Background: an optimization exercise with open tools, aiming at small area and a short achievable clock period. Do not read the settings as production practice.
RTL that was checked went through simulation tests only; none was proved equivalent to the original.

wip/xenon:
Design fir_3tap, start of the top module:
module fir_3tap (input clk,
                 input [7:0] Xin,
                 input [7:0] H0,
                 input [7:0] H1,
                 input [7:0] H2,
                 output reg [15:0] Yout);
Size in the first run: roughly 48 flip-flops, ~49 I/O pins, about 6500 µm² of cells after synthesis.
clock: 12.5 ns
lec_check: 0
cap_margin: 20
core_margin: 2
core_utilization: 65
cts_buf_list: sky130_fd_sc_hd__clkbuf_8
slew_margin: 20
synth_hierarchical: 1
synth_minimum_keep_size: 0
tns_end_percent: 0
standard.sh (not shown) runs the stock make flow with config.mk's settings and CLKGATE_MAP_FILE= SYNTH_SCRIPT=/design/flow/synth_recipe.tcl, a recipe that flattens the netlist after the stock synthesis.
==> flow/flow/run.sh <==
#!/bin/bash
# The standard layout (standard.sh), with two changes to how it is made:
# - ports are buffered with buf_1 instead of the default delay buffer;
# - repair_timing aims for 6.6 ns of setup slack instead of 0.
set -euo pipefail
export SETUP_SLACK_MARGIN=6.6
export BUFFER_PORTS_ARGS="-buffer_cell sky130_fd_sc_hd__buf_1"
bash standard.sh > standard.log 2>&1
Relative to wip/xenon, the following input files were edited for wip/lagoon:
Settings: swapping 65 for 55 in CORE_UTILIZATION.
==> flow/flow/run.sh <==
#!/bin/bash
# The standard layout (standard.sh), with two changes to how it is made:
# - ports are buffered with buf_1 instead of the default delay buffer;
# - repair_timing aims for 6.9 ns of setup slack instead of 0.
set -euo pipefail
export SETUP_SLACK_MARGIN=6.9
export SETUP_MOVE_SEQUENCE=unbuffer,sizeup,swap
export BUFFER_PORTS_ARGS="-buffer_cell sky130_fd_sc_hd__buf_1"
bash standard.sh > standard.log 2>&1
Findings:
Post-route worst hold slack, wip/lagoon and wip/xenon, lower one = wip/xenon. Measured against each other, wip/lagoon and wip/xenon differ in number of vias per cell, the higher figure coming from wip/xenon. Between wip/xenon and wip/lagoon, the flow reports die outline height increasing by a little under 10%. wip/lagoon and wip/xenon ended up with nearly the same clock distribution area overhead in the final layout. wip/lagoon — share of the cycle needed by the critical path after routing 2.1 points lower, wip/xenon as reference. Going from wip/xenon to wip/lagoon, the global-route usage was found to have gone down by 3.5 points. Relative to wip/xenon, area growth from synthesis to final layout increased by 5.6 points in wip/lagoon.
[inputs] wip/amber vs wip/lagoon
Settings: CORE_UTILIZATION now 65, was 55; CTS_BUF_LIST now sky130_fd_sc_hd__clkbuf_16, was sky130_fd_sc_hd__clkbuf_8; CTS_CLUSTER_SIZE now 50, previously not set.
==> flow/flow/run.sh <==
#!/bin/bash
# The standard layout (standard.sh), with two changes to how it is made:
# - ports are buffered with buf_1 instead of the default delay buffer;
# - repair_timing aims for 6.6 ns of setup slack instead of 0.
set -euo pipefail
export SETUP_SLACK_MARGIN=6.6
export BUFFER_PORTS_ARGS="-buffer_cell sky130_fd_sc_hd__buf_1"
bash standard.sh > standard.log 2>&1
==> comparison <==
wip/amber vs wip/lagoon: final weighted congestion in routability-driven placement up. From wip/lagoon to wip/amber the numbers moved as follows: worst-case reg-to-reg path depth went down, post-detailed-route via-to-cell ratio went up. wip/amber ends up with higher sequential share of layout area than wip/lagoon does. Against wip/lagoon, floorplan die area in wip/amber fell by more than 10%.
Input-level comparison between wip/nickel and wip/amber:
Settings: a deleted CTS_CLUSTER_SIZE that had been 50; a change of CTS_BUF_LIST from sky130_fd_sc_hd__clkbuf_16 to sky130_fd_sc_hd__clkbuf_8; a change of CORE_UTILIZATION from 65 to 55.
==> flow/flow/run.sh <==
#!/bin/bash
# The standard layout (standard.sh), with two changes to how it is made:
# - ports are buffered with buf_1 instead of the default delay buffer;
# - repair_timing aims for 6.75 ns of setup slack instead of 0.
set -euo pipefail
export SETUP_SLACK_MARGIN=6.75
export BUFFER_PORTS_ARGS="-buffer_cell sky130_fd_sc_hd__buf_1"
bash standard.sh > standard.log 2>&1
Results
wip/nickel gives more clock buffer count in the final layout than wip/amber did.
Cell area after synthesis came out exactly the same in wip/amber and wip/nickel.
Comparing wip/amber and wip/nickel, maximum clock skew at final layout is lower on wip/amber.
Sequential cell count: wip/amber vs wip/nickel — no meaningful difference
Top achievable clock speed improves in wip/nickel relative to wip/amber.
Compared with wip/amber, total wire length in wip/nickel decreased slightly.
wip/nickel vs wip/amber: met1 usage in global routing down
diff inputs: wip/nickel => wip/raven
Settings: putting PLACE_DENSITY at 0.8 where nothing was set.
==> flow/flow/run.sh <==
#!/bin/bash
# The standard layout (standard.sh), with two changes to how it is made:
# - ports are buffered with buf_1 instead of the default delay buffer;
# - repair_timing aims for 6.6 ns of setup slack instead of 0.
set -euo pipefail
export SETUP_SLACK_MARGIN=6.6
export BUFFER_PORTS_ARGS="-buffer_cell sky130_fd_sc_hd__buf_1"
bash standard.sh > standard.log 2>&1
### Flow results
Design area in wip/raven is 2.2% lower than in wip/nickel. wip/raven — count of buffering cells on the critical path with inverters included 1 lower, wip/nickel as reference. On wip/raven: core utilization is 1.3 points lower than what wip/nickel gave. Re detailed placement HPWL: wip/raven is about 2.4% up on wip/nickel. Register share of the cell area up 0.31 points in wip/raven wrt wip/nickel. A timing endpoint of the critical path of Yout[12] is what wip/nickel shows, while Q2n[13] belongs to wip/raven. Going from wip/nickel to wip/raven, the signed area change from the synthesized netlist to the final layout was found to have gone down by 2.3 points.


JK:
Another version of the RTL of fir_3tap (not shown whole).
Size in the first run: ~610 cells after synthesis, about 6400 µm² of cells after synthesis.
==> flow/config.mk <==
export PLATFORM = sky130hd
export DESIGN_NAME = fir_3tap
export DESIGN_NICKNAME = fir_3tap
export VERILOG_FILES = /design/flow/design.v
export SDC_FILE = /design/flow/constraint.sdc
export NUM_CORES = 4
export LEC_CHECK = 0
export CAP_MARGIN = 20
export CORE_MARGIN = 2
export CORE_UTILIZATION = 45
export CTS_BUF_LIST = sky130_fd_sc_hd__clkbuf_8
export SLEW_MARGIN = 20
export SYNTH_HIERARCHICAL = 1
export SYNTH_MINIMUM_KEEP_SIZE = 0
export TNS_END_PERCENT = 0
==> flow/constraint.sdc <==
create_clock -name core_clock -period 12.5 [get_ports {clk}]
set_input_delay 2.5000 -clock core_clock [delete_from_list [all_inputs] [get_ports {clk}]]
set_output_delay 2.5000 -clock core_clock [all_outputs]
set_load 0.01 [all_outputs]
==> flow/flow/run.sh <==
#!/bin/bash
# The standard layout (standard.sh), with three changes to how it is made:
# - ports are buffered with buf_1 instead of the default delay buffer;
# - repair_timing aims for 6.9 ns of setup slack instead of 0;
# - repair_timing fixes setup by resizing and pin swapping only (no new buffers).
set -euo pipefail
export SETUP_SLACK_MARGIN=6.9
export SETUP_MOVE_SEQUENCE=unbuffer,sizeup,swap
export BUFFER_PORTS_ARGS="-buffer_cell sky130_fd_sc_hd__buf_1"
bash standard.sh > standard.log 2>&1
> inputs changed (JK -> MS)
# JK
export LEC_CHECK = 0
export CAP_MARGIN = 20
export CORE_MARGIN = 2
export CORE_UTILIZATION = 45
export CTS_BUF_LIST = sky130_fd_sc_hd__clkbuf_8
export SLEW_MARGIN = 20
export SYNTH_HIERARCHICAL = 1
export SYNTH_MINIMUM_KEEP_SIZE = 0
export TNS_END_PERCENT = 0
create_clock -name core_clock -period 12.5 [get_ports {clk}]
# MS
export LEC_CHECK = 0
export CAP_MARGIN = 20
export CORE_MARGIN = 2
export CORE_UTILIZATION = 55
export CTS_BUF_LIST = sky130_fd_sc_hd__clkbuf_8
export SLEW_MARGIN = 20
export SYNTH_HIERARCHICAL = 1
export SYNTH_MINIMUM_KEEP_SIZE = 0
export TNS_END_PERCENT = 0
create_clock -name core_clock -period 12.5 [get_ports {clk}]
==> flow/flow/run.sh <==
#!/bin/bash
# The standard layout (standard.sh), with two changes to how it is made:
# - ports are buffered with buf_1 instead of the default delay buffer;
# - repair_timing aims for 6.9 ns of setup slack instead of 0.
set -euo pipefail
export SETUP_SLACK_MARGIN=6.6
export SETUP_MOVE_SEQUENCE=unbuffer,sizeup,swap
export BUFFER_PORTS_ARGS="-buffer_cell sky130_fd_sc_hd__buf_1"
bash standard.sh > standard.log 2>&1
Results
MS gives more top fanout value on the critical path than JK did.
Path type of the worst setup path = in -> reg: JK; path type of the worst setup path = reg -> reg: MS
Per the comparison of MS with JK, final core utilization up 9.9 points.
MS vs JK — sum of routed wire segments on met1 dropped by a few percent
Looking at end of the critical path, the Yout[14]$_DFF_P_ result is from JK; the Yout[15]$_DFF_P_ one comes from MS.
diff inputs: MS => AL
--- a/flow/flow/run.sh
+++ b/flow/flow/run.sh
@@ -5,3 +5,3 @@
 set -euo pipefail
-export SETUP_SLACK_MARGIN=6.6
+export SETUP_SLACK_MARGIN=7.2
 export SETUP_MOVE_SEQUENCE=unbuffer,sizeup,swap
MS was carried through to the last stage, and its layout satisfied the timing, DRC and antenna checks. AL completed end to end with timing, DRC and antenna clean. Diff MS -> AL: clock period minus final worst setup slack moved down, number of search-and-repair iterations in the first detailed-routing pass went up, worst endpoint required time saw an increase, share of the core filled with cells in the final layout grew by 1.0 points, number of global-route vias before repair went down. AL ended up with Yout[14]$_DFF_P_ as its end of the critical path; MS ended up with Yout[15]$_DFF_P_. Between MS and AL, the final cell count does not differ in any meaningful way.
Modified inputs, TR compared to AL
--- a/flow/flow/run.sh
+++ b/flow/flow/run.sh
@@ -5,3 +5,3 @@
 set -euo pipefail
-export SETUP_SLACK_MARGIN=7.2
+export SETUP_SLACK_MARGIN=6.9
 export SETUP_MOVE_SEQUENCE=unbuffer,sizeup,swap
### Flow results
The final layouts of TR and AL pass the timing, DRC and antenna checks.
[compare] base=AL new=TR: post-detailed-route wirelength per cell saw little to no change, length of routed met3 wiring saw an increase, number of distinct library cells after synthesis saw little to no change.
STATUS post-layout instance area: TR wins against AL
Shortest clock period the worst path allows after layout | TR above AL
Post-detailed-routing wire length essentially unchanged between TR and AL.
Going from AL to TR, the post-detailed-placement half-perimeter wirelength was found to have gone up by 36 µm.
Here is what was changed in the inputs of PW compared with TR.
--- a/flow/flow/run.sh
+++ b/flow/flow/run.sh
@@ -5,3 +5,3 @@
 set -euo pipefail
-export SETUP_SLACK_MARGIN=6.9
+export SETUP_SLACK_MARGIN=7.6
 export SETUP_MOVE_SEQUENCE=unbuffer,sizeup,swap
## What came out
Per the comparison of PW with TR, cell area after layout has increased.
PW vs TR: clock skew up in PW
There was hardly any difference in post-detailed-routing wire length between PW and TR.
No functional check of the RTL was part of any run of this note.

[static timing again, ports no longer ideal]
No port has a modelled driver above. Below, the same layouts with a new extraction and two added sets of constraints.
Step 1 sets driving cells, clkbuf_16 on the clock port and buf_2 on the other inputs (assumed; they add their load-dependent delay and slew).
Step 2, shift: input delay + t, output delay - t, t = (earliest + latest rising clock arrival at the registers) / 2. This alone moves slack from input paths to output paths.
Three values: ideal ports, drivers, drivers and shift; two values: the first two.
run | t (ns) | setup slack, ns | hold slack, ns
wip/xenon | 0.335 | 6.745 / 6.756 / 6.421 | 0.452 / 0.452 / 0.452
wip/lagoon | 0.343 | 7.003 / 6.985 / 6.642 | 0.467 / 0.467 / 0.467
wip/amber | 0.324 | 6.770 / 6.787 / 6.463 | 0.450 / 0.450 / 0.450
wip/nickel | 0.353 | 6.844 / 6.853 / 6.500 | 0.449 / 0.449 / 0.449
wip/raven | 0.346 | 6.672 / 6.678 / 6.333 | 0.453 / 0.453 / 0.453
JK | 0.367 | 6.938 / 6.947 / 6.580 | 0.524 / 0.524 / 0.524
MS | 0.375 | 6.824 / 6.824 / 6.462 | 0.525 / 0.525 / 0.525
AL | 0.362 | 6.974 / 6.974 / 6.637 | 0.524 / 0.524 / 0.524
TR | 0.364 | 6.932 / 6.935 / 6.580 | 0.531 / 0.531 / 0.531
PW | 0.362 | 6.974 / 6.974 / 6.637 | 0.524 / 0.524 / 0.524
After both steps setup and hold are still met in every run listed. For MS, which loses most, drivers alone change the setup slack by 0.000 ns; drivers and shift together by -0.362 ns.
